Source: an optimization exercise on an open RTL-to-GDS flow (aim: small area). Production flows keep margins and buffers that such runs may drop.
RTL that was checked went through simulation tests only; none was proved equivalent to the original.
Function not checked in run 2: the RTL went through the layout flow alone.

## flow/design.v (module list and top-level ports; edited modules follow where they fit)
// module reset_synch: 15 lines
// module UART_tx: 78 lines
// module UART_rcv: 89 lines
// module UART: 13 lines
// module UART_wrapper: 58 lines
// module cmd_proc: 107 lines
// module maze_solve: 81 lines
// module navigate: 118 lines
// module SPI_mnrch: 99 lines
// module inertial_integrator: 121 lines
// module inert_intf: 109 lines
// module IR_math: 9 lines
// module IR_corr: 22 lines
// module I_term: 24 lines
// module D_term: 30 lines
// module P_term: 8 lines
// module PID: 47 lines
// module DutyScaleROM: 76 lines
// module PWM12: 26 lines
// module PWM8: 6 lines
// module MtrDrv: 34 lines
// module spd_scale: 158 lines
// module A2D_intf: 62 lines
// module sensor_intf: 266 lines
// module piezo_drv: 166 lines
// module MazeRunner: 115 lines
// module rc_add: 15 lines
// module rc_inc: 12 lines
// module rc_ge: 12 lines
module MazeRunner(
  input clk, RST_n,						 
  output INRT_SS_n,INRT_SCLK,INRT_MOSI,	 
  input INRT_MISO,						 
  input INRT_INT,						 
  output A2D_SS_n,A2D_SCLK,A2D_MOSI,	 
  input A2D_MISO,						 
  output lftPWM1,lftPWM2,				 
  output rghtPWM1,rghtPWM2,				 
  input RX,								 
  input hall_n,							 
  output TX,							 
  output piezo,piezo_n,					 
  output IR_lft_en,						 
  output IR_cntr_en,					 
  output IR_rght_en,					 
  output [7:0] LED
);
  // ...
==> flow/run.sh <==
#!/bin/bash
# synth_recipe.tcl (not shown) runs the flow's synth.tcl, then flattens the netlist and writes it again
# the make line also repeats each setting of config.mk as NAME=value (left out here)
make -C /OpenROAD-flow-scripts/flow DESIGN_CONFIG=/design/flow/config.mk WORK_HOME=/design/flow/orfs CLKGATE_MAP_FILE= SYNTH_SCRIPT=/design/flow/synth_recipe.tcl finish
==> flow/config.mk <==
export PLATFORM = sky130hd
export DESIGN_NAME = MazeRunner
export DESIGN_NICKNAME = MazeRunner
export VERILOG_FILES = /design/flow/design.v
export SDC_FILE = /design/flow/constraint.sdc
export NUM_CORES = 4
export LEC_CHECK = 0
export CAP_MARGIN = 20
export CORE_MARGIN = 2
export CORE_UTILIZATION = 40
export PLACE_DENSITY = 0.6
export SLEW_MARGIN = 20
==> flow/constraint.sdc <==
create_clock -name core_clock -period 27.0 [get_ports {clk}]
set_input_delay 5.4000 -clock core_clock [delete_from_list [all_inputs] [get_ports {clk}]]
set_output_delay 5.4000 -clock core_clock [all_outputs]
set_load 0.01 [all_outputs]
==> impl.org, run 1 <==
** Timing
- RSZ-0062 raised after global routing :: false
- Hold Slack :: ~0.30 ns
- Setup total negative slack :: 0 ns
- Dividing the final minimum period by the clock period gives 0.764.
- Actual slew at the worst max-slew pin :: slightly above 1 ns

** Status
- Status :: finished clean

** Critical path
- Family of cells with the greatest summed delay on the critical path :: adder cells
- Launching element of the worst setup path :: iCNTRL.err_sat[0]
- Reg-to-reg critical path endpoint :: iMTR.lftPWM.PWM2
- Peak per-stage delay on the critical path :: 0.55 ns
- In this run the worst path has a maximum fanout of 22.
- The worst setup path is launched from a flip-flop.

** Cells and area
- Non-CTS inverters :: about 520
- Of the total standard cell area in the layout, the sequential portion is 0.300.
- Commonest non-fill, non-tap cells in the layout :: sky130_fd_sc_hd__inv_1, sky130_fd_sc_hd__nand2_1, sky130_fd_sc_hd__nor2_1
- Number of diodes added for antenna fixing :: 0

** Synthesis
- Leading cell types by count after synthesis :: sky130_fd_sc_hd__inv_1, sky130_fd_sc_hd__nand2_1, sky130_fd_sc_hd__nor2_1
- Of the total synthesized cell area, the portion taken by AND, OR, NAND and NOR gates is 0.138.

** Global routing
- Wire length of the first global-routing pass :: approximately 160 mm
- In the global route stage, met3 resource usage came out at 0.0197.
- In the global route stage, met2 resource usage came out at 0.291.

** Worst hold path
- The worst hold path was traced through 0 stages.
- The worst hold path terminates at iRST.rst_n.

** Job
- The tool flagged a number of max-cap violations equal to 0.

** Routing
- For this run, design rule violations remaining after detail routing come to 0.
- For this block, the routed nets add up to 92.5 mm of wire.

** CTS
- The cell sitting at the root of the clock tree is a sky130_fd_sc_hd__clkbuf_16.
==> module spd_scale, before the edit <==
module spd_scale(input [11:0] spd, input [9:0] d, output [12:0] div);
  wire [10:0] dd = {d, 1'b0};
  wire one0 = dd[1] ^ dd[0];
  wire two0 = (dd[2] & ~dd[1] & ~dd[0]) | (~dd[2] & dd[1] & dd[0]);
  wire neg0 = dd[2];
  wire [12:0] m0 = one0 ? {spd[11],spd} : two0 ? {spd,1'b0} : 13'd0;
  wire [12:0] pp0 = m0 ^ {13{neg0}};
  wire one1 = dd[3] ^ dd[2];
  wire two1 = (dd[4] & ~dd[3] & ~dd[2]) | (~dd[4] & dd[3] & dd[2]);
  wire neg1 = dd[4];
  wire [12:0] m1 = one1 ? {spd[11],spd} : two1 ? {spd,1'b0} : 13'd0;
  wire [12:0] pp1 = m1 ^ {13{neg1}};
  wire one2 = dd[5] ^ dd[4];
  wire two2 = (dd[6] & ~dd[5] & ~dd[4]) | (~dd[6] & dd[5] & dd[4]);
  wire neg2 = dd[6];
  wire [12:0] m2 = one2 ? {spd[11],spd} : two2 ? {spd,1'b0} : 13'd0;
  wire [12:0] pp2 = m2 ^ {13{neg2}};
  wire one3 = dd[7] ^ dd[6];
  wire two3 = (dd[8] & ~dd[7] & ~dd[6]) | (~dd[8] & dd[7] & dd[6]);
  wire neg3 = dd[8];
  wire [12:0] m3 = one3 ? {spd[11],spd} : two3 ? {spd,1'b0} : 13'd0;
  wire [12:0] pp3 = m3 ^ {13{neg3}};
  wire one4 = dd[9] ^ dd[8];
  wire two4 = (dd[10] & ~dd[9] & ~dd[8]) | (~dd[10] & dd[9] & dd[8]);
  wire neg4 = dd[10];
  wire [12:0] m4 = one4 ? {spd[11],spd} : two4 ? {spd,1'b0} : 13'd0;
  wire [12:0] pp4 = m4 ^ {13{neg4}};
  wire hs0 = ~pp0[12] ^ pp1[10];
  wire hc0 = ~pp0[12] & pp1[10];
  wire hs1 = pp1[11] ^ pp2[9];
  wire hc1 = pp1[11] & pp2[9];
  wire hs2 = pp0[6] ^ pp1[4];
  wire hc2 = pp0[6] & pp1[4];
  wire hs3 = pp0[7] ^ pp1[5];
  wire hc3 = pp0[7] & pp1[5];
  wire fs4 = pp0[8] ^ pp1[6] ^ pp2[4];
  wire fc4 = (pp0[8] & pp1[6]) | (pp0[8] & pp2[4]) | (pp1[6] & pp2[4]);
  wire hs5 = pp3[2] ^ pp4[0];
  wire hc5 = pp3[2] & pp4[0];
  wire fs6 = pp0[9] ^ pp1[7] ^ pp2[5];
  wire fc6 = (pp0[9] & pp1[7]) | (pp0[9] & pp2[5]) | (pp1[7] & pp2[5]);
  wire hs7 = pp3[3] ^ pp4[1];
  wire hc7 = pp3[3] & pp4[1];
  wire fs8 = pp0[10] ^ pp1[8] ^ pp2[6];
  wire fc8 = (pp0[10] & pp1[8]) | (pp0[10] & pp2[6]) | (pp1[8] & pp2[6]);
  wire hs9 = pp3[4] ^ pp4[2];
  wire hc9 = pp3[4] & pp4[2];
  wire fs10 = pp0[11] ^ pp1[9] ^ pp2[7];
  wire fc10 = (pp0[11] & pp1[9]) | (pp0[11] & pp2[7]) | (pp1[9] & pp2[7]);
  wire fs11 = pp3[5] ^ pp4[3] ^ spd[0];
  wire fc11 = (pp3[5] & pp4[3]) | (pp3[5] & spd[0]) | (pp4[3] & spd[0]);
  wire fs12 = pp2[8] ^ pp3[6] ^ pp4[4];
  wire fc12 = (pp2[8] & pp3[6]) | (pp2[8] & pp4[4]) | (pp3[6] & pp4[4]);
  wire fs13 = spd[1] ^ 1'b1 ^ hs0;
  wire fc13 = (spd[1] & 1'b1) | (spd[1] & hs0) | (1'b1 & hs0);
  wire fs14 = pp3[7] ^ pp4[5] ^ spd[2];
  wire fc14 = (pp3[7] & pp4[5]) | (pp3[7] & spd[2]) | (pp4[5] & spd[2]);
  wire fs15 = 1'b1 ^ hs1 ^ hc0;
  wire fc15 = (1'b1 & hs1) | (1'b1 & hc0) | (hs1 & hc0);
  wire fs16 = ~pp1[12] ^ pp2[10] ^ pp3[8];
  wire fc16 = (~pp1[12] & pp2[10]) | (~pp1[12] & pp3[8]) | (pp2[10] & pp3[8]);
  wire fs17 = pp4[6] ^ spd[3] ^ hc1;
  wire fc17 = (pp4[6] & spd[3]) | (pp4[6] & hc1) | (spd[3] & hc1);
  wire fs18 = pp2[11] ^ pp3[9] ^ pp4[7];
  wire fc18 = (pp2[11] & pp3[9]) | (pp2[11] & pp4[7]) | (pp3[9] & pp4[7]);
  wire hs19 = spd[4] ^ 1'b1;
  wire hc19 = spd[4] & 1'b1;
  wire fs20 = ~pp2[12] ^ pp3[10] ^ pp4[8];
  wire fc20 = (~pp2[12] & pp3[10]) | (~pp2[12] & pp4[8]) | (pp3[10] & pp4[8]);
  wire hs21 = pp3[11] ^ pp4[9];
  wire hc21 = pp3[11] & pp4[9];
  wire hs22 = pp0[4] ^ pp1[2];
  wire hc22 = pp0[4] & pp1[2];
  wire hs23 = pp0[5] ^ pp1[3];
  wire hc23 = pp0[5] & pp1[3];
  wire fs24 = pp2[2] ^ pp3[0] ^ neg3;
  wire fc24 = (pp2[2] & pp3[0]) | (pp2[2] & neg3) | (pp3[0] & neg3);
  wire fs25 = pp2[3] ^ pp3[1] ^ hs3;
  wire fc25 = (pp2[3] & pp3[1]) | (pp2[3] & hs3) | (pp3[1] & hs3);
  wire fs26 = neg4 ^ fs4 ^ hs5;
  wire fc26 = (neg4 & fs4) | (neg4 & hs5) | (fs4 & hs5);
  wire fs27 = fs6 ^ hs7 ^ fc4;
  wire fc27 = (fs6 & hs7) | (fs6 & fc4) | (hs7 & fc4);
  wire fs28 = fs8 ^ hs9 ^ fc6;
  wire fc28 = (fs8 & hs9) | (fs8 & fc6) | (hs9 & fc6);
  wire fs29 = fs10 ^ fs11 ^ fc8;
  wire fc29 = (fs10 & fs11) | (fs10 & fc8) | (fs11 & fc8);
  wire fs30 = fs12 ^ fs13 ^ fc10;
  wire fc30 = (fs12 & fs13) | (fs12 & fc10) | (fs13 & fc10);
  wire fs31 = fs14 ^ fs15 ^ fc12;
  wire fc31 = (fs14 & fs15) | (fs14 & fc12) | (fs15 & fc12);
  wire fs32 = fs16 ^ fs17 ^ fc14;
  wire fc32 = (fs16 & fs17) | (fs16 & fc14) | (fs17 & fc14);
  wire fs33 = fs18 ^ hs19 ^ fc16;
  wire fc33 = (fs18 & hs19) | (fs18 & fc16) | (hs19 & fc16);
  wire fs34 = spd[5] ^ fs20 ^ fc18;
  wire fc34 = (spd[5] & fs20) | (spd[5] & fc18) | (fs20 & fc18);
  wire fs35 = spd[6] ^ 1'b1 ^ hs21;
  wire fc35 = (spd[6] & 1'b1) | (spd[6] & hs21) | (1'b1 & hs21);
  wire fs36 = ~pp3[12] ^ pp4[10] ^ spd[7];
  wire fc36 = (~pp3[12] & pp4[10]) | (~pp3[12] & spd[7]) | (pp4[10] & spd[7]);
  wire hs37 = pp4[11] ^ spd[8];
  wire hc37 = pp4[11] & spd[8];
  wire hs38 = pp0[2] ^ pp1[0];
  wire hc38 = pp0[2] & pp1[0];
  wire hs39 = pp0[3] ^ pp1[1];
  wire hc39 = pp0[3] & pp1[1];
  wire fs40 = pp2[0] ^ neg2 ^ hs22;
  wire fc40 = (pp2[0] & neg2) | (pp2[0] & hs22) | (neg2 & hs22);
  wire fs41 = pp2[1] ^ hs23 ^ hc22;
  wire fc41 = (pp2[1] & hs23) | (pp2[1] & hc22) | (hs23 & hc22);
  wire fs42 = hs2 ^ fs24 ^ hc23;
  wire fc42 = (hs2 & fs24) | (hs2 & hc23) | (fs24 & hc23);
  wire fs43 = hc2 ^ fs25 ^ fc24;
  wire fc43 = (hc2 & fs25) | (hc2 & fc24) | (fs25 & fc24);
  wire fs44 = hc3 ^ fs26 ^ fc25;
  wire fc44 = (hc3 & fs26) | (hc3 & fc25) | (fs26 & fc25);
  wire fs45 = hc5 ^ fs27 ^ fc26;
  wire fc45 = (hc5 & fs27) | (hc5 & fc26) | (fs27 & fc26);
  wire fs46 = hc7 ^ fs28 ^ fc27;
  wire fc46 = (hc7 & fs28) | (hc7 & fc27) | (fs28 & fc27);
  wire fs47 = hc9 ^ fs29 ^ fc28;
  wire fc47 = (hc9 & fs29) | (hc9 & fc28) | (fs29 & fc28);
  wire fs48 = fc11 ^ fs30 ^ fc29;
  wire fc48 = (fc11 & fs30) | (fc11 & fc29) | (fs30 & fc29);
  wire fs49 = fc13 ^ fs31 ^ fc30;
  wire fc49 = (fc13 & fs31) | (fc13 & fc30) | (fs31 & fc30);
  wire fs50 = fc15 ^ fs32 ^ fc31;
  wire fc50 = (fc15 & fs32) | (fc15 & fc31) | (fs32 & fc31);
  wire fs51 = fc17 ^ fs33 ^ fc32;
  wire fc51 = (fc17 & fs33) | (fc17 & fc32) | (fs33 & fc32);
  wire fs52 = hc19 ^ fs34 ^ fc33;
  wire fc52 = (hc19 & fs34) | (hc19 & fc33) | (fs34 & fc33);
  wire fs53 = fc20 ^ fs35 ^ fc34;
  wire fc53 = (fc20 & fs35) | (fc20 & fc34) | (fs35 & fc34);
  wire fs54 = hc21 ^ fs36 ^ fc35;
  wire fc54 = (hc21 & fs36) | (hc21 & fc35) | (fs36 & fc35);
  wire fs55 = 1'b1 ^ hs37 ^ fc36;
  wire fc55 = (1'b1 & hs37) | (1'b1 & fc36) | (hs37 & fc36);
  wire fs56 = ~pp4[12] ^ spd[9] ^ hc37;
  wire fc56 = (~pp4[12] & spd[9]) | (~pp4[12] & hc37) | (spd[9] & hc37);
  wire hs57 = spd[10] ^ 1'b1;
  wire hc57 = spd[10] & 1'b1;
  wire [11:0] lc;
  assign lc[0] = 1'b0;
  assign lc[1] = (pp0[0] & neg0) | (lc[0] & (pp0[0] | neg0));
  assign lc[2] = (pp0[1] & 1'b0) | (lc[1] & (pp0[1] | 1'b0));
  assign lc[3] = (neg1 & hs38) | (lc[2] & (neg1 | hs38));
  assign lc[4] = (hs39 & hc38) | (lc[3] & (hs39 | hc38));
  assign lc[5] = (fs40 & hc39) | (lc[4] & (fs40 | hc39));
  assign lc[6] = (fs41 & fc40) | (lc[5] & (fs41 | fc40));
  assign lc[7] = (fs42 & fc41) | (lc[6] & (fs42 | fc41));
  assign lc[8] = (fs43 & fc42) | (lc[7] & (fs43 | fc42));
  assign lc[9] = (fs44 & fc43) | (lc[8] & (fs44 | fc43));
  assign lc[10] = (fs45 & fc44) | (lc[9] & (fs45 | fc44));
  assign lc[11] = (fs46 & fc45) | (lc[10] & (fs46 | fc45));
  rc_add #(13) iHI(.a({1'b1, ~spd[11], hs57, fs56, fs55, fs54, fs53, fs52, fs51, fs50, fs49, fs48, fs47}), .b({1'b0, hc57, fc56, fc55, fc54, fc53, fc52, fc51, fc50, fc49, fc48, fc47, fc46}), .ci(lc[11]), .s(div), .co());
endmodule
==> inputs of run 2 (changes only) <==
--- a/flow/design.v
+++ b/flow/design.v
@@ -1164,172 +1164,228 @@
 assign rR1 = rz | rR1c;
 assign rG = rz | rGc;
 assign rW = ~rz & (rght_x <= 12'd44);
 assign rS2 = rW ? (S1 | rG) : (S1 & rG);
 PWM12 lftPWM(.clk(clk),.rst_n(rst_n),.cnt(cnt),.S1(S1),.R1(lR1),.S2(lS2),.PWM1(lftPWM1),.PWM2(lftPWM2));
 PWM12 rghtPWM(.clk(clk),.rst_n(rst_n),.cnt(cnt),.S1(S1),.R1(rR1),.S2(rS2),.PWM1(rghtPWM1),.PWM2(rghtPWM2));
 endmodule
 module spd_scale(input [11:0] spd, input [9:0] d, output [12:0] div);
-  wire [10:0] dd = {d, 1'b0};
-  wire one0 = dd[1] ^ dd[0];
-  wire two0 = (dd[2] & ~dd[1] & ~dd[0]) | (~dd[2] & dd[1] & dd[0]);
-  wire neg0 = dd[2];
-  wire [12:0] m0 = one0 ? {spd[11],spd} : two0 ? {spd,1'b0} : 13'd0;
-  wire [12:0] pp0 = m0 ^ {13{neg0}};
-  wire one1 = dd[3] ^ dd[2];
-  wire two1 = (dd[4] & ~dd[3] & ~dd[2]) | (~dd[4] & dd[3] & dd[2]);
-  wire neg1 = dd[4];
-  wire [12:0] m1 = one1 ? {spd[11],spd} : two1 ? {spd,1'b0} : 13'd0;
-  wire [12:0] pp1 = m1 ^ {13{neg1}};
-  wire one2 = dd[5] ^ dd[4];
-  wire two2 = (dd[6] & ~dd[5] & ~dd[4]) | (~dd[6] & dd[5] & dd[4]);
-  wire neg2 = dd[6];
-  wire [12:0] m2 = one2 ? {spd[11],spd} : two2 ? {spd,1'b0} : 13'd0;
-  wire [12:0] pp2 = m2 ^ {13{neg2}};
-  wire one3 = dd[7] ^ dd[6];
-  wire two3 = (dd[8] & ~dd[7] & ~dd[6]) | (~dd[8] & dd[7] & dd[6]);
-  wire neg3 = dd[8];
-  wire [12:0] m3 = one3 ? {spd[11],spd} : two3 ? {spd,1'b0} : 13'd0;
-  wire [12:0] pp3 = m3 ^ {13{neg3}};
-  wire one4 = dd[9] ^ dd[8];
-  wire two4 = (dd[10] & ~dd[9] & ~dd[8]) | (~dd[10] & dd[9] & dd[8]);
-  wire neg4 = dd[10];
-  wire [12:0] m4 = one4 ? {spd[11],spd} : two4 ? {spd,1'b0} : 13'd0;
-  wire [12:0] pp4 = m4 ^ {13{neg4}};
-  wire hs0 = ~pp0[12] ^ pp1[10];
-  wire hc0 = ~pp0[12] & pp1[10];
-  wire hs1 = pp1[11] ^ pp2[9];
-  wire hc1 = pp1[11] & pp2[9];
-  wire hs2 = pp0[6] ^ pp1[4];
-  wire hc2 = pp0[6] & pp1[4];
-  wire hs3 = pp0[7] ^ pp1[5];
-  wire hc3 = pp0[7] & pp1[5];
-  wire fs4 = pp0[8] ^ pp1[6] ^ pp2[4];
-  wire fc4 = (pp0[8] & pp1[6]) | (pp0[8] & pp2[4]) | (pp1[6] & pp2[4]);
-  wire hs5 = pp3[2] ^ pp4[0];
-  wire hc5 = pp3[2] & pp4[0];
-  wire fs6 = pp0[9] ^ pp1[7] ^ pp2[5];
-  wire fc6 = (pp0[9] & pp1[7]) | (pp0[9] & pp2[5]) | (pp1[7] & pp2[5]);
-  wire hs7 = pp3[3] ^ pp4[1];
-  wire hc7 = pp3[3] & pp4[1];
-  wire fs8 = pp0[10] ^ pp1[8] ^ pp2[6];
-  wire fc8 = (pp0[10] & pp1[8]) | (pp0[10] & pp2[6]) | (pp1[8] & pp2[6]);
-  wire hs9 = pp3[4] ^ pp4[2];
-  wire hc9 = pp3[4] & pp4[2];
-  wire fs10 = pp0[11] ^ pp1[9] ^ pp2[7];
-  wire fc10 = (pp0[11] & pp1[9]) | (pp0[11] & pp2[7]) | (pp1[9] & pp2[7]);
-  wire fs11 = pp3[5] ^ pp4[3] ^ spd[0];
-  wire fc11 = (pp3[5] & pp4[3]) | (pp3[5] & spd[0]) | (pp4[3] & spd[0]);
-  wire fs12 = pp2[8] ^ pp3[6] ^ pp4[4];
-  wire fc12 = (pp2[8] & pp3[6]) | (pp2[8] & pp4[4]) | (pp3[6] & pp4[4]);
-  wire fs13 = spd[1] ^ 1'b1 ^ hs0;
-  wire fc13 = (spd[1] & 1'b1) | (spd[1] & hs0) | (1'b1 & hs0);
-  wire fs14 = pp3[7] ^ pp4[5] ^ spd[2];
-  wire fc14 = (pp3[7] & pp4[5]) | (pp3[7] & spd[2]) | (pp4[5] & spd[2]);
-  wire fs15 = 1'b1 ^ hs1 ^ hc0;
-  wire fc15 = (1'b1 & hs1) | (1'b1 & hc0) | (hs1 & hc0);
-  wire fs16 = ~pp1[12] ^ pp2[10] ^ pp3[8];
-  wire fc16 = (~pp1[12] & pp2[10]) | (~pp1[12] & pp3[8]) | (pp2[10] & pp3[8]);
-  wire fs17 = pp4[6] ^ spd[3] ^ hc1;
-  wire fc17 = (pp4[6] & spd[3]) | (pp4[6] & hc1) | (spd[3] & hc1);
-  wire fs18 = pp2[11] ^ pp3[9] ^ pp4[7];
-  wire fc18 = (pp2[11] & pp3[9]) | (pp2[11] & pp4[7]) | (pp3[9] & pp4[7]);
-  wire hs19 = spd[4] ^ 1'b1;
-  wire hc19 = spd[4] & 1'b1;
-  wire fs20 = ~pp2[12] ^ pp3[10] ^ pp4[8];
-  wire fc20 = (~pp2[12] & pp3[10]) | (~pp2[12] & pp4[8]) | (pp3[10] & pp4[8]);
-  wire hs21 = pp3[11] ^ pp4[9];
-  wire hc21 = pp3[11] & pp4[9];
-  wire hs22 = pp0[4] ^ pp1[2];
-  wire hc22 = pp0[4] & pp1[2];
-  wire hs23 = pp0[5] ^ pp1[3];
-  wire hc23 = pp0[5] & pp1[3];
-  wire fs24 = pp2[2] ^ pp3[0] ^ neg3;
-  wire fc24 = (pp2[2] & pp3[0]) | (pp2[2] & neg3) | (pp3[0] & neg3);
-  wire fs25 = pp2[3] ^ pp3[1] ^ hs3;
-  wire fc25 = (pp2[3] & pp3[1]) | (pp2[3] & hs3) | (pp3[1] & hs3);
-  wire fs26 = neg4 ^ fs4 ^ hs5;
-  wire fc26 = (neg4 & fs4) | (neg4 & hs5) | (fs4 & hs5);
-  wire fs27 = fs6 ^ hs7 ^ fc4;
-  wire fc27 = (fs6 & hs7) | (fs6 & fc4) | (hs7 & fc4);
-  wire fs28 = fs8 ^ hs9 ^ fc6;
-  wire fc28 = (fs8 & hs9) | (fs8 & fc6) | (hs9 & fc6);
-  wire fs29 = fs10 ^ fs11 ^ fc8;
-  wire fc29 = (fs10 & fs11) | (fs10 & fc8) | (fs11 & fc8);
-  wire fs30 = fs12 ^ fs13 ^ fc10;
-  wire fc30 = (fs12 & fs13) | (fs12 & fc10) | (fs13 & fc10);
-  wire fs31 = fs14 ^ fs15 ^ fc12;
-  wire fc31 = (fs14 & fs15) | (fs14 & fc12) | (fs15 & fc12);
-  wire fs32 = fs16 ^ fs17 ^ fc14;
-  wire fc32 = (fs16 & fs17) | (fs16 & fc14) | (fs17 & fc14);
-  wire fs33 = fs18 ^ hs19 ^ fc16;
-  wire fc33 = (fs18 & hs19) | (fs18 & fc16) | (hs19 & fc16);
-  wire fs34 = spd[5] ^ fs20 ^ fc18;
-  wire fc34 = (spd[5] & fs20) | (spd[5] & fc18) | (fs20 & fc18);
-  wire fs35 = spd[6] ^ 1'b1 ^ hs21;
-  wire fc35 = (spd[6] & 1'b1) | (spd[6] & hs21) | (1'b1 & hs21);
-  wire fs36 = ~pp3[12] ^ pp4[10] ^ spd[7];
-  wire fc36 = (~pp3[12] & pp4[10]) | (~pp3[12] & spd[7]) | (pp4[10] & spd[7]);
-  wire hs37 = pp4[11] ^ spd[8];
-  wire hc37 = pp4[11] & spd[8];
-  wire hs38 = pp0[2] ^ pp1[0];
-  wire hc38 = pp0[2] & pp1[0];
-  wire hs39 = pp0[3] ^ pp1[1];
-  wire hc39 = pp0[3] & pp1[1];
-  wire fs40 = pp2[0] ^ neg2 ^ hs22;
-  wire fc40 = (pp2[0] & neg2) | (pp2[0] & hs22) | (neg2 & hs22);
-  wire fs41 = pp2[1] ^ hs23 ^ hc22;
-  wire fc41 = (pp2[1] & hs23) | (pp2[1] & hc22) | (hs23 & hc22);
-  wire fs42 = hs2 ^ fs24 ^ hc23;
-  wire fc42 = (hs2 & fs24) | (hs2 & hc23) | (fs24 & hc23);
-  wire fs43 = hc2 ^ fs25 ^ fc24;
-  wire fc43 = (hc2 & fs25) | (hc2 & fc24) | (fs25 & fc24);
-  wire fs44 = hc3 ^ fs26 ^ fc25;
-  wire fc44 = (hc3 & fs26) | (hc3 & fc25) | (fs26 & fc25);
-  wire fs45 = hc5 ^ fs27 ^ fc26;
-  wire fc45 = (hc5 & fs27) | (hc5 & fc26) | (fs27 & fc26);
-  wire fs46 = hc7 ^ fs28 ^ fc27;
-  wire fc46 = (hc7 & fs28) | (hc7 & fc27) | (fs28 & fc27);
-  wire fs47 = hc9 ^ fs29 ^ fc28;
-  wire fc47 = (hc9 & fs29) | (hc9 & fc28) | (fs29 & fc28);
-  wire fs48 = fc11 ^ fs30 ^ fc29;
-  wire fc48 = (fc11 & fs30) | (fc11 & fc29) | (fs30 & fc29);
-  wire fs49 = fc13 ^ fs31 ^ fc30;
-  wire fc49 = (fc13 & fs31) | (fc13 & fc30) | (fs31 & fc30);
-  wire fs50 = fc15 ^ fs32 ^ fc31;
-  wire fc50 = (fc15 & fs32) | (fc15 & fc31) | (fs32 & fc31);
-  wire fs51 = fc17 ^ fs33 ^ fc32;
-  wire fc51 = (fc17 & fs33) | (fc17 & fc32) | (fs33 & fc32);
-  wire fs52 = hc19 ^ fs34 ^ fc33;
-  wire fc52 = (hc19 & fs34) | (hc19 & fc33) | (fs34 & fc33);
-  wire fs53 = fc20 ^ fs35 ^ fc34;
-  wire fc53 = (fc20 & fs35) | (fc20 & fc34) | (fs35 & fc34);
-  wire fs54 = hc21 ^ fs36 ^ fc35;
-  wire fc54 = (hc21 & fs36) | (hc21 & fc35) | (fs36 & fc35);
-  wire fs55 = 1'b1 ^ hs37 ^ fc36;
-  wire fc55 = (1'b1 & hs37) | (1'b1 & fc36) | (hs37 & fc36);
-  wire fs56 = ~pp4[12] ^ spd[9] ^ hc37;
-  wire fc56 = (~pp4[12] & spd[9]) | (~pp4[12] & hc37) | (spd[9] & hc37);
-  wire hs57 = spd[10] ^ 1'b1;
-  wire hc57 = spd[10] & 1'b1;
+  wire fs0 = ~(spd[0] & d[9]) ^ (spd[1] & d[8]) ^ (spd[2] & d[7]);
+  wire fc0 = (~(spd[0] & d[9]) & (spd[1] & d[8])) | (~(spd[0] & d[9]) & (spd[2] & d[7])) | ((spd[1] & d[8]) & (spd[2] & d[7]));
+  wire fs1 = ~(spd[1] & d[9]) ^ (spd[2] & d[8]) ^ (spd[3] & d[7]);
+  wire fc1 = (~(spd[1] & d[9]) & (spd[2] & d[8])) | (~(spd[1] & d[9]) & (spd[3] & d[7])) | ((spd[2] & d[8]) & (spd[3] & d[7]));
+  wire fs2 = ~(spd[2] & d[9]) ^ (spd[3] & d[8]) ^ (spd[4] & d[7]);
+  wire fc2 = (~(spd[2] & d[9]) & (spd[3] & d[8])) | (~(spd[2] & d[9]) & (spd[4] & d[7])) | ((spd[3] & d[8]) & (spd[4] & d[7]));
+  wire fs3 = (spd[5] & d[6]) ^ (spd[6] & d[5]) ^ (spd[7] & d[4]);
+  wire fc3 = ((spd[5] & d[6]) & (spd[6] & d[5])) | ((spd[5] & d[6]) & (spd[7] & d[4])) | ((spd[6] & d[5]) & (spd[7] & d[4]));
+  wire fs4 = ~(spd[3] & d[9]) ^ (spd[4] & d[8]) ^ (spd[5] & d[7]);
+  wire fc4 = (~(spd[3] & d[9]) & (spd[4] & d[8])) | (~(spd[3] & d[9]) & (spd[5] & d[7])) | ((spd[4] & d[8]) & (spd[5] & d[7]));
+  wire hs5 = (spd[6] & d[6]) ^ (spd[7] & d[5]);
+  wire hc5 = (spd[6] & d[6]) & (spd[7] & d[5]);
+  wire fs6 = ~(spd[4] & d[9]) ^ (spd[5] & d[8]) ^ (spd[6] & d[7]);
+  wire fc6 = (~(spd[4] & d[9]) & (spd[5] & d[8])) | (~(spd[4] & d[9]) & (spd[6] & d[7])) | ((spd[5] & d[8]) & (spd[6] & d[7]));
+  wire hs7 = (spd[0] & d[6]) ^ (spd[1] & d[5]);
+  wire hc7 = (spd[0] & d[6]) & (spd[1] & d[5]);
+  wire fs8 = (spd[0] & d[7]) ^ (spd[1] & d[6]) ^ (spd[2] & d[5]);
+  wire fc8 = ((spd[0] & d[7]) & (spd[1] & d[6])) | ((spd[0] & d[7]) & (spd[2] & d[5])) | ((spd[1] & d[6]) & (spd[2] & d[5]));
+  wire hs9 = (spd[3] & d[4]) ^ (spd[4] & d[3]);
+  wire hc9 = (spd[3] & d[4]) & (spd[4] & d[3]);
+  wire fs10 = (spd[0] & d[8]) ^ (spd[1] & d[7]) ^ (spd[2] & d[6]);
+  wire fc10 = ((spd[0] & d[8]) & (spd[1] & d[7])) | ((spd[0] & d[8]) & (spd[2] & d[6])) | ((spd[1] & d[7]) & (spd[2] & d[6]));
+  wire fs11 = (spd[3] & d[5]) ^ (spd[4] & d[4]) ^ (spd[5] & d[3]);
+  wire fc11 = ((spd[3] & d[5]) & (spd[4] & d[4])) | ((spd[3] & d[5]) & (spd[5] & d[3])) | ((spd[4] & d[4]) & (spd[5] & d[3]));
+  wire hs12 = (spd[6] & d[2]) ^ (spd[7] & d[1]);
+  wire hc12 = (spd[6] & d[2]) & (spd[7] & d[1]);
+  wire fs13 = (spd[3] & d[6]) ^ (spd[4] & d[5]) ^ (spd[5] & d[4]);
+  wire fc13 = ((spd[3] & d[6]) & (spd[4] & d[5])) | ((spd[3] & d[6]) & (spd[5] & d[4])) | ((spd[4] & d[5]) & (spd[5] & d[4]));
+  wire fs14 = (spd[6] & d[3]) ^ (spd[7] & d[2]) ^ (spd[8] & d[1]);
+  wire fc14 = ((spd[6] & d[3]) & (spd[7] & d[2])) | ((spd[6] & d[3]) & (spd[8] & d[1])) | ((spd[7] & d[2]) & (spd[8] & d[1]));
+  wire fs15 = (spd[9] & d[0]) ^ 1'b1 ^ fs0;
+  wire fc15 = ((spd[9] & d[0]) & 1'b1) | ((spd[9] & d[0]) & fs0) | (1'b1 & fs0);
+  wire fs16 = (spd[4] & d[6]) ^ (spd[5] & d[5]) ^ (spd[6] & d[4]);
+  wire fc16 = ((spd[4] & d[6]) & (spd[5] & d[5])) | ((spd[4] & d[6]) & (spd[6] & d[4])) | ((spd[5] & d[5]) & (spd[6] & d[4]));
+  wire fs17 = (spd[7] & d[3]) ^ (spd[8] & d[2]) ^ (spd[9] & d[1]);
+  wire fc17 = ((spd[7] & d[3]) & (spd[8] & d[2])) | ((spd[7] & d[3]) & (spd[9] & d[1])) | ((spd[8] & d[2]) & (spd[9] & d[1]));
+  wire fs18 = (spd[10] & d[0]) ^ fs1 ^ fc0;
+  wire fc18 = ((spd[10] & d[0]) & fs1) | ((spd[10] & d[0]) & fc0) | (fs1 & fc0);
+  wire fs19 = (spd[8] & d[3]) ^ (spd[9] & d[2]) ^ (spd[10] & d[1]);
+  wire fc19 = ((spd[8] & d[3]) & (spd[9] & d[2])) | ((spd[8] & d[3]) & (spd[10] & d[1])) | ((spd[9] & d[2]) & (spd[10] & d[1]));
+  wire fs20 = ~(spd[11] & d[0]) ^ spd[0] ^ 1'b1;
+  wire fc20 = (~(spd[11] & d[0]) & spd[0]) | (~(spd[11] & d[0]) & 1'b1) | (spd[0] & 1'b1);
+  wire fs21 = fs2 ^ fs3 ^ fc1;
+  wire fc21 = (fs2 & fs3) | (fs2 & fc1) | (fs3 & fc1);
+  wire fs22 = (spd[8] & d[4]) ^ (spd[9] & d[3]) ^ (spd[10] & d[2]);
+  wire fc22 = ((spd[8] & d[4]) & (spd[9] & d[3])) | ((spd[8] & d[4]) & (spd[10] & d[2])) | ((spd[9] & d[3]) & (spd[10] & d[2]));
+  wire fs23 = ~(spd[11] & d[1]) ^ spd[1] ^ fs4;
+  wire fc23 = (~(spd[11] & d[1]) & spd[1]) | (~(spd[11] & d[1]) & fs4) | (spd[1] & fs4);
+  wire fs24 = hs5 ^ fc2 ^ fc3;
+  wire fc24 = (hs5 & fc2) | (hs5 & fc3) | (fc2 & fc3);
+  wire fs25 = (spd[7] & d[6]) ^ (spd[8] & d[5]) ^ (spd[9] & d[4]);
+  wire fc25 = ((spd[7] & d[6]) & (spd[8] & d[5])) | ((spd[7] & d[6]) & (spd[9] & d[4])) | ((spd[8] & d[5]) & (spd[9] & d[4]));
+  wire fs26 = (spd[10] & d[3]) ^ ~(spd[11] & d[2]) ^ spd[2];
+  wire fc26 = ((spd[10] & d[3]) & ~(spd[11] & d[2])) | ((spd[10] & d[3]) & spd[2]) | (~(spd[11] & d[2]) & spd[2]);
+  wire fs27 = fs6 ^ fc4 ^ hc5;
+  wire fc27 = (fs6 & fc4) | (fs6 & hc5) | (fc4 & hc5);
+  wire fs28 = ~(spd[5] & d[9]) ^ (spd[6] & d[8]) ^ (spd[7] & d[7]);
+  wire fc28 = (~(spd[5] & d[9]) & (spd[6] & d[8])) | (~(spd[5] & d[9]) & (spd[7] & d[7])) | ((spd[6] & d[8]) & (spd[7] & d[7]));
+  wire fs29 = (spd[8] & d[6]) ^ (spd[9] & d[5]) ^ (spd[10] & d[4]);
+  wire fc29 = ((spd[8] & d[6]) & (spd[9] & d[5])) | ((spd[8] & d[6]) & (spd[10] & d[4])) | ((spd[9] & d[5]) & (spd[10] & d[4]));
+  wire fs30 = ~(spd[11] & d[3]) ^ spd[3] ^ fc6;
+  wire fc30 = (~(spd[11] & d[3]) & spd[3]) | (~(spd[11] & d[3]) & fc6) | (spd[3] & fc6);
+  wire fs31 = ~(spd[6] & d[9]) ^ (spd[7] & d[8]) ^ (spd[8] & d[7]);
+  wire fc31 = (~(spd[6] & d[9]) & (spd[7] & d[8])) | (~(spd[6] & d[9]) & (spd[8] & d[7])) | ((spd[7] & d[8]) & (spd[8] & d[7]));
+  wire fs32 = (spd[9] & d[6]) ^ (spd[10] & d[5]) ^ ~(spd[11] & d[4]);
+  wire fc32 = ((spd[9] & d[6]) & (spd[10] & d[5])) | ((spd[9] & d[6]) & ~(spd[11] & d[4])) | ((spd[10] & d[5]) & ~(spd[11] & d[4]));
+  wire fs33 = ~(spd[7] & d[9]) ^ (spd[8] & d[8]) ^ (spd[9] & d[7]);
+  wire fc33 = (~(spd[7] & d[9]) & (spd[8] & d[8])) | (~(spd[7] & d[9]) & (spd[9] & d[7])) | ((spd[8] & d[8]) & (spd[9] & d[7]));
+  wire hs34 = (spd[0] & d[4]) ^ (spd[1] & d[3]);
+  wire hc34 = (spd[0] & d[4]) & (spd[1] & d[3]);
+  wire fs35 = (spd[0] & d[5]) ^ (spd[1] & d[4]) ^ (spd[2] & d[3]);
+  wire fc35 = ((spd[0] & d[5]) & (spd[1] & d[4])) | ((spd[0] & d[5]) & (spd[2] & d[3])) | ((spd[1] & d[4]) & (spd[2] & d[3]));
+  wire hs36 = (spd[3] & d[2]) ^ (spd[4] & d[1]);
+  wire hc36 = (spd[3] & d[2]) & (spd[4] & d[1]);
+  wire fs37 = (spd[2] & d[4]) ^ (spd[3] & d[3]) ^ (spd[4] & d[2]);
+  wire fc37 = ((spd[2] & d[4]) & (spd[3] & d[3])) | ((spd[2] & d[4]) & (spd[4] & d[2])) | ((spd[3] & d[3]) & (spd[4] & d[2]));
+  wire fs38 = (spd[5] & d[1]) ^ (spd[6] & d[0]) ^ hs7;
+  wire fc38 = ((spd[5] & d[1]) & (spd[6] & d[0])) | ((spd[5] & d[1]) & hs7) | ((spd[6] & d[0]) & hs7);
+  wire fs39 = (spd[5] & d[2]) ^ (spd[6] & d[1]) ^ (spd[7] & d[0]);
+  wire fc39 = ((spd[5] & d[2]) & (spd[6] & d[1])) | ((spd[5] & d[2]) & (spd[7] & d[0])) | ((spd[6] & d[1]) & (spd[7] & d[0]));
+  wire fs40 = fs8 ^ hs9 ^ hc7;
+  wire fc40 = (fs8 & hs9) | (fs8 & hc7) | (hs9 & hc7);
+  wire fs41 = (spd[8] & d[0]) ^ fs10 ^ fs11;
+  wire fc41 = ((spd[8] & d[0]) & fs10) | ((spd[8] & d[0]) & fs11) | (fs10 & fs11);
+  wire fs42 = hs12 ^ fc8 ^ hc9;
+  wire fc42 = (hs12 & fc8) | (hs12 & hc9) | (fc8 & hc9);
+  wire fs43 = fs13 ^ fs14 ^ fs15;
+  wire fc43 = (fs13 & fs14) | (fs13 & fs15) | (fs14 & fs15);
+  wire fs44 = fc10 ^ fc11 ^ hc12;
+  wire fc44 = (fc10 & fc11) | (fc10 & hc12) | (fc11 & hc12);
+  wire fs45 = fs16 ^ fs17 ^ fs18;
+  wire fc45 = (fs16 & fs17) | (fs16 & fs18) | (fs17 & fs18);
+  wire fs46 = fc13 ^ fc14 ^ fc15;
+  wire fc46 = (fc13 & fc14) | (fc13 & fc15) | (fc14 & fc15);
+  wire fs47 = fs19 ^ fs20 ^ fs21;
+  wire fc47 = (fs19 & fs20) | (fs19 & fs21) | (fs20 & fs21);
+  wire fs48 = fc16 ^ fc17 ^ fc18;
+  wire fc48 = (fc16 & fc17) | (fc16 & fc18) | (fc17 & fc18);
+  wire fs49 = fs22 ^ fs23 ^ fs24;
+  wire fc49 = (fs22 & fs23) | (fs22 & fs24) | (fs23 & fs24);
+  wire fs50 = fc19 ^ fc20 ^ fc21;
+  wire fc50 = (fc19 & fc20) | (fc19 & fc21) | (fc20 & fc21);
+  wire fs51 = fs25 ^ fs26 ^ fs27;
+  wire fc51 = (fs25 & fs26) | (fs25 & fs27) | (fs26 & fs27);
+  wire fs52 = fc22 ^ fc23 ^ fc24;
+  wire fc52 = (fc22 & fc23) | (fc22 & fc24) | (fc23 & fc24);
+  wire fs53 = fs28 ^ fs29 ^ fs30;
+  wire fc53 = (fs28 & fs29) | (fs28 & fs30) | (fs29 & fs30);
+  wire fs54 = fc25 ^ fc26 ^ fc27;
+  wire fc54 = (fc25 & fc26) | (fc25 & fc27) | (fc26 & fc27);
+  wire fs55 = spd[4] ^ fs31 ^ fs32;
+  wire fc55 = (spd[4] & fs31) | (spd[4] & fs32) | (fs31 & fs32);
+  wire fs56 = fc28 ^ fc29 ^ fc30;
+  wire fc56 = (fc28 & fc29) | (fc28 & fc30) | (fc29 & fc30);
+  wire fs57 = (spd[10] & d[6]) ^ ~(spd[11] & d[5]) ^ spd[5];
+  wire fc57 = ((spd[10] & d[6]) & ~(spd[11] & d[5])) | ((spd[10] & d[6]) & spd[5]) | (~(spd[11] & d[5]) & spd[5]);
+  wire fs58 = fs33 ^ fc31 ^ fc32;
+  wire fc58 = (fs33 & fc31) | (fs33 & fc32) | (fc31 & fc32);
+  wire fs59 = ~(spd[8] & d[9]) ^ (spd[9] & d[8]) ^ (spd[10] & d[7]);
+  wire fc59 = (~(spd[8] & d[9]) & (spd[9] & d[8])) | (~(spd[8] & d[9]) & (spd[10] & d[7])) | ((spd[9] & d[8]) & (spd[10] & d[7]));
+  wire fs60 = ~(spd[11] & d[6]) ^ spd[6] ^ fc33;
+  wire fc60 = (~(spd[11] & d[6]) & spd[6]) | (~(spd[11] & d[6]) & fc33) | (spd[6] & fc33);
+  wire fs61 = ~(spd[9] & d[9]) ^ (spd[10] & d[8]) ^ ~(spd[11] & d[7]);
+  wire fc61 = (~(spd[9] & d[9]) & (spd[10] & d[8])) | (~(spd[9] & d[9]) & ~(spd[11] & d[7])) | ((spd[10] & d[8]) & ~(spd[11] & d[7]));
+  wire hs62 = (spd[0] & d[3]) ^ (spd[1] & d[2]);
+  wire hc62 = (spd[0] & d[3]) & (spd[1] & d[2]);
+  wire fs63 = (spd[2] & d[2]) ^ (spd[3] & d[1]) ^ (spd[4] & d[0]);
+  wire fc63 = ((spd[2] & d[2]) & (spd[3] & d[1])) | ((spd[2] & d[2]) & (spd[4] & d[0])) | ((spd[3] & d[1]) & (spd[4] & d[0]));
+  wire fs64 = (spd[5] & d[0]) ^ fs35 ^ hs36;
+  wire fc64 = ((spd[5] & d[0]) & fs35) | ((spd[5] & d[0]) & hs36) | (fs35 & hs36);
+  wire fs65 = fs37 ^ fs38 ^ fc35;
+  wire fc65 = (fs37 & fs38) | (fs37 & fc35) | (fs38 & fc35);
+  wire fs66 = fs39 ^ fs40 ^ fc37;
+  wire fc66 = (fs39 & fs40) | (fs39 & fc37) | (fs40 & fc37);
+  wire fs67 = fs41 ^ fs42 ^ fc39;
+  wire fc67 = (fs41 & fs42) | (fs41 & fc39) | (fs42 & fc39);
+  wire fs68 = fs43 ^ fs44 ^ fc41;
+  wire fc68 = (fs43 & fs44) | (fs43 & fc41) | (fs44 & fc41);
+  wire fs69 = fs45 ^ fs46 ^ fc43;
+  wire fc69 = (fs45 & fs46) | (fs45 & fc43) | (fs46 & fc43);
+  wire fs70 = fs47 ^ fs48 ^ fc45;
+  wire fc70 = (fs47 & fs48) | (fs47 & fc45) | (fs48 & fc45);
+  wire fs71 = fs49 ^ fs50 ^ fc47;
+  wire fc71 = (fs49 & fs50) | (fs49 & fc47) | (fs50 & fc47);
+  wire fs72 = fs51 ^ fs52 ^ fc49;
+  wire fc72 = (fs51 & fs52) | (fs51 & fc49) | (fs52 & fc49);
+  wire fs73 = fs53 ^ fs54 ^ fc51;
+  wire fc73 = (fs53 & fs54) | (fs53 & fc51) | (fs54 & fc51);
+  wire fs74 = fs55 ^ fs56 ^ fc53;
+  wire fc74 = (fs55 & fs56) | (fs55 & fc53) | (fs56 & fc53);
+  wire fs75 = fs57 ^ fs58 ^ fc55;
+  wire fc75 = (fs57 & fs58) | (fs57 & fc55) | (fs58 & fc55);
+  wire fs76 = fs59 ^ fs60 ^ fc57;
+  wire fc76 = (fs59 & fs60) | (fs59 & fc57) | (fs60 & fc57);
+  wire fs77 = spd[7] ^ fs61 ^ fc59;
+  wire fc77 = (spd[7] & fs61) | (spd[7] & fc59) | (fs61 & fc59);
+  wire fs78 = ~(spd[10] & d[9]) ^ ~(spd[11] & d[8]) ^ spd[8];
+  wire fc78 = (~(spd[10] & d[9]) & ~(spd[11] & d[8])) | (~(spd[10] & d[9]) & spd[8]) | (~(spd[11] & d[8]) & spd[8]);
+  wire hs79 = (spd[0] & d[2]) ^ (spd[1] & d[1]);
+  wire hc79 = (spd[0] & d[2]) & (spd[1] & d[1]);
+  wire fs80 = (spd[2] & d[1]) ^ (spd[3] & d[0]) ^ hs62;
+  wire fc80 = ((spd[2] & d[1]) & (spd[3] & d[0])) | ((spd[2] & d[1]) & hs62) | ((spd[3] & d[0]) & hs62);
+  wire fs81 = hs34 ^ fs63 ^ hc62;
+  wire fc81 = (hs34 & fs63) | (hs34 & hc62) | (fs63 & hc62);
+  wire fs82 = hc34 ^ fs64 ^ fc63;
+  wire fc82 = (hc34 & fs64) | (hc34 & fc63) | (fs64 & fc63);
+  wire fs83 = hc36 ^ fs65 ^ fc64;
+  wire fc83 = (hc36 & fs65) | (hc36 & fc64) | (fs65 & fc64);
+  wire fs84 = fc38 ^ fs66 ^ fc65;
+  wire fc84 = (fc38 & fs66) | (fc38 & fc65) | (fs66 & fc65);
+  wire fs85 = fc40 ^ fs67 ^ fc66;
+  wire fc85 = (fc40 & fs67) | (fc40 & fc66) | (fs67 & fc66);
+  wire fs86 = fc42 ^ fs68 ^ fc67;
+  wire fc86 = (fc42 & fs68) | (fc42 & fc67) | (fs68 & fc67);
+  wire fs87 = fc44 ^ fs69 ^ fc68;
+  wire fc87 = (fc44 & fs69) | (fc44 & fc68) | (fs69 & fc68);
+  wire fs88 = fc46 ^ fs70 ^ fc69;
+  wire fc88 = (fc46 & fs70) | (fc46 & fc69) | (fs70 & fc69);
+  wire fs89 = fc48 ^ fs71 ^ fc70;
+  wire fc89 = (fc48 & fs71) | (fc48 & fc70) | (fs71 & fc70);
+  wire fs90 = fc50 ^ fs72 ^ fc71;
+  wire fc90 = (fc50 & fs72) | (fc50 & fc71) | (fs72 & fc71);
+  wire fs91 = fc52 ^ fs73 ^ fc72;
+  wire fc91 = (fc52 & fs73) | (fc52 & fc72) | (fs73 & fc72);
+  wire fs92 = fc54 ^ fs74 ^ fc73;
+  wire fc92 = (fc54 & fs74) | (fc54 & fc73) | (fs74 & fc73);
+  wire fs93 = fc56 ^ fs75 ^ fc74;
+  wire fc93 = (fc56 & fs75) | (fc56 & fc74) | (fs75 & fc74);
+  wire fs94 = fc58 ^ fs76 ^ fc75;
+  wire fc94 = (fc58 & fs76) | (fc58 & fc75) | (fs76 & fc75);
+  wire fs95 = fc60 ^ fs77 ^ fc76;
+  wire fc95 = (fc60 & fs77) | (fc60 & fc76) | (fs77 & fc76);
+  wire fs96 = fc61 ^ fs78 ^ fc77;
+  wire fc96 = (fc61 & fs78) | (fc61 & fc77) | (fs78 & fc77);
+  wire fs97 = (spd[11] & d[9]) ^ spd[9] ^ fc78;
+  wire fc97 = ((spd[11] & d[9]) & spd[9]) | ((spd[11] & d[9]) & fc78) | (spd[9] & fc78);
+  wire hs98 = spd[10] ^ 1'b1;
+  wire hc98 = spd[10] & 1'b1;
   wire [11:0] lc;
   assign lc[0] = 1'b0;
-  assign lc[1] = (pp0[0] & neg0) | (lc[0] & (pp0[0] | neg0));
-  assign lc[2] = (pp0[1] & 1'b0) | (lc[1] & (pp0[1] | 1'b0));
-  assign lc[3] = (neg1 & hs38) | (lc[2] & (neg1 | hs38));
-  assign lc[4] = (hs39 & hc38) | (lc[3] & (hs39 | hc38));
-  assign lc[5] = (fs40 & hc39) | (lc[4] & (fs40 | hc39));
-  assign lc[6] = (fs41 & fc40) | (lc[5] & (fs41 | fc40));
-  assign lc[7] = (fs42 & fc41) | (lc[6] & (fs42 | fc41));
-  assign lc[8] = (fs43 & fc42) | (lc[7] & (fs43 | fc42));
-  assign lc[9] = (fs44 & fc43) | (lc[8] & (fs44 | fc43));
-  assign lc[10] = (fs45 & fc44) | (lc[9] & (fs45 | fc44));
-  assign lc[11] = (fs46 & fc45) | (lc[10] & (fs46 | fc45));
-  rc_add #(13) iHI(.a({1'b1, ~spd[11], hs57, fs56, fs55, fs54, fs53, fs52, fs51, fs50, fs49, fs48, fs47}), .b({1'b0, hc57, fc56, fc55, fc54, fc53, fc52, fc51, fc50, fc49, fc48, fc47, fc46}), .ci(lc[11]), .s(div), .co());
+  assign lc[1] = ((spd[0] & d[0]) & 1'b0) | (lc[0] & ((spd[0] & d[0]) | 1'b0));
+  assign lc[2] = ((spd[0] & d[1]) & (spd[1] & d[0])) | (lc[1] & ((spd[0] & d[1]) | (spd[1] & d[0])));
+  assign lc[3] = ((spd[2] & d[0]) & hs79) | (lc[2] & ((spd[2] & d[0]) | hs79));
+  assign lc[4] = (fs80 & hc79) | (lc[3] & (fs80 | hc79));
+  assign lc[5] = (fs81 & fc80) | (lc[4] & (fs81 | fc80));
+  assign lc[6] = (fs82 & fc81) | (lc[5] & (fs82 | fc81));
+  assign lc[7] = (fs83 & fc82) | (lc[6] & (fs83 | fc82));
+  assign lc[8] = (fs84 & fc83) | (lc[7] & (fs84 | fc83));
+  assign lc[9] = (fs85 & fc84) | (lc[8] & (fs85 | fc84));
+  assign lc[10] = (fs86 & fc85) | (lc[9] & (fs86 | fc85));
+  assign lc[11] = (fs87 & fc86) | (lc[10] & (fs87 | fc86));
+  rc_add #(13) iHI(.a({1'b1, ~spd[11], hs98, fs97, fs96, fs95, fs94, fs93, fs92, fs91, fs90, fs89, fs88}), .b({1'b0, hc98, fc97, fc96, fc95, fc94, fc93, fc92, fc91, fc90, fc89, fc88, fc87}), .ci(lc[11]), .s(div), .co());
 endmodule
 module A2D_intf(clk,rst_n,strt_cnv,cnv_cmplt,chnnl,res,SS_n,SCLK,MOSI,MISO);
   input clk,rst_n;			 
   input strt_cnv;			 
   input [2:0] chnnl;		 
   input MISO;				 
   output [11:0] res;		 
   output logic cnv_cmplt;	 
@@ -1467,35 +1523,25 @@
     if (!rst_n)
       frwrd_opn_r <= 1'b0;
     else if (capture_cntr)
       frwrd_opn_r <= (res>OPEN_THRES_FRNT) ? 1'b1 : 1'b0;
   wire [11:0] IR_new;
   wire [11:0] off_sel;
   assign off_sel = (state==LFT_CPTR) ? lft_off_reg : rght_off_reg;
   rc_add #(12) iIRSUB(.a(res), .b(~off_sel), .ci(1'b1), .s(IR_new), .co());
-  always_ff @(posedge clk, negedge rst_n)
-    if (!rst_n) begin
-      rght_IR <= 12'h000;
-	  rght_IR_prev1 <= 12'h000;
-	  rght_IR_prev2 <= 12'h000;
-	  rght_IR_prev3 <= 12'h000;
-    end else if (capture_rght) begin
+  always_ff @(posedge clk)
+    if (capture_rght) begin
       rght_IR <= IR_new;
 	  rght_IR_prev1 <= rght_IR;
 	  rght_IR_prev2 <= rght_IR_prev1;
 	  rght_IR_prev3 <= rght_IR_prev2;
     end
-  always_ff @(posedge clk, negedge rst_n)
-    if (!rst_n) begin
-      lft_IR <= 12'h000;
-	  lft_IR_prev1 <= 12'h000;
-	  lft_IR_prev2 <= 12'h000;
-	  lft_IR_prev3 <= 12'h000;
-    end else if (capture_lft) begin
+  always_ff @(posedge clk)
+    if (capture_lft) begin
       lft_IR <= IR_new;
 	  lft_IR_prev1 <= lft_IR;
 	  lft_IR_prev2 <= lft_IR_prev1;
 	  lft_IR_prev3 <= lft_IR_prev2;
 	end
   rc_add #(13) iLDIFF(.a({1'b0,lft_IR}), .b({1'b1,~lft_IR_prev3}), .ci(1'b1), .s(lft_IR_diff), .co());
   rc_add #(13) iRDIFF(.a({1'b0,rght_IR}), .b({1'b1,~rght_IR_prev3}), .ci(1'b1), .s(rght_IR_diff), .co());
   assign lft_IR_Dtrm = (lft_IR_diff[12] & ~&lft_IR_diff[11:8]) ? 9'h100 :
==> flow/config.mk (replaced) <==
export PLATFORM = sky130hd
export DESIGN_NAME = MazeRunner
export DESIGN_NICKNAME = MazeRunner
export VERILOG_FILES = /design/flow/design.v
export SDC_FILE = /design/flow/constraint.sdc
export NUM_CORES = 4
export LEC_CHECK = 0
export ABC_AREA = 1
export CAP_MARGIN = 20
export CORE_MARGIN = 2
export CORE_UTILIZATION = 40
export PLACE_DENSITY = 0.6
export SLEW_MARGIN = 20
==> run 2 against run 1 <==
Net effect:
- still clean
- synthesized cell count is 3.2% lower
- clock-buffer cell count is 6 lower
- area after synthesis is 4.7% lower
- hold slack better by 0.0075 ns
- sequential cell count stayed put
- critical path depth is 9 higher
- sequential share of layout area is 1.8 points higher
- non-clock buffer count is 51 lower
- via count is 11% lower
- critical path type unchanged
- critical endpoint is now iMTR.rghtPWM.PWM1
- largest cell class unchanged
==> impl.org, run 2 <==
** CTS
- Post-CTS Setup Bufs :: 0
- Worst-path clk slew :: ~0.060 ns
- TritonCTS built the clock tree.
- CTS H-tree depth :: 2
- Post-cts sizing count :: 0
- Root cell of the clock tree :: sky130_fd_sc_hd__clkbuf_16
- The clock drives between 500 and 600 sinks.
- Number of buffers inserted by hold repair at cts :: 0
- Longest Clk Path Bufs :: 3
- Number of clock buffers inserted by TritonCTS :: 59
- Clk latency of the worst-skew pair :: about 0.66 ns

** Synthesis
- Number of enable-type register cells in the synthesized netlist :: between 150 and 200
- Of the total synthesized cell area, the portion taken by XOR and XNOR cells is 0.00769.
- After synthesis the netlist holds a flip-flop and latch count of 526.
- By area, the combinational part of the netlist is dominated by adder cells.
- The cell count after synthesis came out at 4227.
- Of the total synthesized cell area, the portion taken by full adders, half adders and majority gates is 0.311.
- The synthesized netlist occupies a cell area of 0.0386 mm^2.
- For this run, the leading register cell type out of synthesis is sky130_fd_sc_hd__dfrtp_1.
- Count of different cell masters after synthesis :: between 70 and 80
- Multiplexer fraction of the synthesized cell area :: 0.00701
- For this run, asynchronously set or reset flops after synthesis account for 0.485.
- After synthesis, the mean cell area works out to between 9 and 10 um^2.
- The fraction of the mapped netlist area in compound gates is 0.0777.
- Yosys top cell area share :: 0.235
- Cell with the most instances after synthesis :: sky130_fd_sc_hd__inv_1
- Of the synthesized area, sequential elements account for 0.347.
- Area leader, netlist :: sky130_fd_sc_hd__fa_1
- Total number of yosys warnings :: 19
- Leading cell types by count after synthesis :: sky130_fd_sc_hd__inv_1, sky130_fd_sc_hd__nand2_1, sky130_fd_sc_hd__nor2_1
- Top cells by area, synth :: sky130_fd_sc_hd__fa_1, sky130_fd_sc_hd__dfrtp_1, sky130_fd_sc_hd__edfxtp_1
- Simple-Gate Fraction of Synth Area :: 0.150 (+0.0119)

** Global routing
- The wire length of the first global-routing pass was 138 mm (-11%).
- Entering global routing, the biggest net connects 150 pins.
- The number of antenna violations at the first check in global routing came to 0.
- Global-route usage over all layers :: 0.171
- For this run the aggregate overflow at the end of global routing stands at 0.
- The via count of the first global-routing pass came to around 27000.

** Routing
- Number of vias after detailed routing :: 26608
- The total wirelength of the detailed-routed design came to 81.7 mm (-12%).
- Routed via count divided by cell count :: 4.80
- After detailed routing, the average wire length per cell comes to around 15 um.
- Iteration-0 DRC Markers :: approximately 1500
- In this run the remaining antenna-violating nets after routing total 0.
- Number of optimization iterations in the first detailed-route pass :: 5
- The DRC violations left came to 0 (unchanged).

** Timing
- Setup repair after global routing left no endpoint under its margin.
- Max Slew Vio Count :: 0
- The worst pin sits at a relative slew slack of 0.289.
- Hold Fails Final Rpt :: 0
- Hold Slack :: 0.306 ns (+0.00747 ns)
- Counting I/O delays and the setup requirement, the final critical path takes ~22 ns.
- Derived from the worst setup path, the maximum achievable clock frequency is roughly 46 MHz.
- Setup violations remaining at the end of the flow were counted as 0.
- Worst clock skew :: between 0.04 and 0.05 ns
- The final cycle utilization of the critical path came to 0.799 (+0.0343).
- The post-route setup TNS was 0 ns (unchanged).
- The slew of the pin with the lowest slew margin was 1.06 ns (+0.0222 ns).

** Floorplanning
- Site Rows :: 113
- The floorplan step defined a core boundary enclosing approximately 0.095 mm^2.
- Die width :: between 300 and 400 um
- Die Area :: between 0.09 and 0.1 mm^2
- The initial utilization of the core area, before any placement, comes to 0.405.
- The floorplan step set the die height to approximately 310 um.
- Top Ports :: 31

** Critical path
- Total number of cells along the worst setup path :: 86
- Critical Path Fanout Max :: 11 (-50%)
- The worst stage delay on the critical path is 0.54 ns (about the same).
- The critical path in this run is classified as flip-flop to flip-flop.
- Crit path capture type :: flip-flop
- Cells on worst reg2reg path :: 86
- Critical path startpoint category :: flip-flop
- The number of buffers and inverters on the critical path is 17.
- Counting stages on the worst path, the most repeated cell is sky130_fd_sc_hd__fa_1.
- At the worst endpoint, the arrival time is ~22 ns.
- At the worst endpoint, the required time is 27.58 ns.
- Critical path's slowest cell :: sky130_fd_sc_hd__fa_1
- Family of cells with the greatest summed delay on the critical path :: adder cells

** Worst hold path
- The hold-critical path depth was 0 (unchanged).
- The path class of the tightest hold or removal check is flip-flop to flip-flop.

** Cells and area
- The library cell used most frequently in the layout, excluding fill and tap cells, is sky130_fd_sc_hd__inv_1.
- In the layout the commonest cells are sky130_fd_sc_hd__inv_1, sky130_fd_sc_hd__nand2_1, sky130_fd_sc_hd__nor2_1.
- Max FFs per register :: 25
- The multi-input combinational cells in the finished layout cover a total of ~0.021 mm^2.
- Count of nets after finishing :: approximately 4900
- Number of diodes added for antenna fixing :: 0 (unchanged)
- Share of layout cells above drive strength 1 :: 0.0521
- Registers with the highest flip-flop counts :: iNEMO.iINT.yaw_int x25, ICHRG.dur_hi x20, iNEMO.iINT.yaw_off x17
- Total of fill cells in the finished design :: 9249
- Top register by number of flip-flops :: iNEMO.iINT.yaw_int
- From synthesis to final layout, the design area changed by 9.23%.
- FF/Latch Area :: around 0.013 mm^2

** Placed design
- Number of input and output port buffers inserted :: 23
- Final RePlAce weighted congestion :: 0.880
- Detailed-placement wirelength estimate :: around 63 mm

** Status
- Status :: finished clean

** Job
- Maxcap violations :: 0 (unchanged)
[run 2: worst reg2reg max path, delay by kind of cell (launching register included)]
family / cells / cell delay, ns
and+or+nand+nor: 19 / 1.69
buffers and inverters: 17 / 1.51
AOI/OAI and AO/OA: 8 / 1.65
DFF: 1 / 0.42
adders and majority gates: 42 / 16.17
[run 2: final cells by class]
type / count / share of cell area
multi-input cells: 2704 / 0.508
flip-flops and latches: 526 / 0.317
inverters: 903 / 0.0805
clock buffers: 76 / 0.0382
well taps: 1265 / 0.0376
clock inverters: 36 / 0.0102
repair buffers: 38 / 0.00843
[run 2: metal layers]
| metal | vias up | track usage | routed length (um) |
|---|---|---|---|
| met5 | - | 0 | 0 |
| li1 | 13050 | - | - |
| met4 | 0 | 0.0344 | 1400 |
| met1 | 13002 | 0.236 | 38200 |
| met2 | 450 | 0.290 | 38800 |
| met3 | 106 | 0.0244 | 3420 |
[run 2: per-stage QoR]
| stage | area, um^2 | instances | util | worst slack, ns |
|---|---|---|---|---|
| global route | 42100 | 5548 | 0.442 | 3.88 |
| CTS | 42100 | 5548 | 0.442 | 5.28 |
| detailed placement | 40100 | 5436 | 0.421 | 5.23 |
| finish | 42100 | 5548 | 0.442 | 5.44 |
| floorplan | 38600 | 4233 | - | 5.80 |
| global placement | 40100 | 5436 | 0.421 | 5.72 |
[run 2: worst paths after layout]
path	endpoint	slack, ns	from
max	iMTR.rghtPWM.PWM1	5.44	iCNTRL.err_sat[0]
min	iRST.rst_n	0.31	iRST.ff1
max reg2reg	iMTR.rghtPWM.PWM1	5.44	iCNTRL.err_sat[0]
min reg2reg	iRST.rst_n	0.31	iRST.ff1
max in group asynchronous	iRST.ff1	8.53	RST_n
min in group asynchronous	iIR.lft_accum[14]	13.86	iRST.rst_n
[run 2: kinds of logic (layout without fill, tap and decap cells)]
kind of cell | Yosys count | in the layout
other | 2 | 8
buffers and inverters | 1003 | 1053
AO/OA/AOI/OAI | 532 | 532
adder cells (fa/ha/maj) | 687 | 687
XOR/XNOR | 33 | 33
AND/OR/NAND/NOR | 1420 | 1420
multiplexers | 24 | 24
flip-flops | 526 | 526
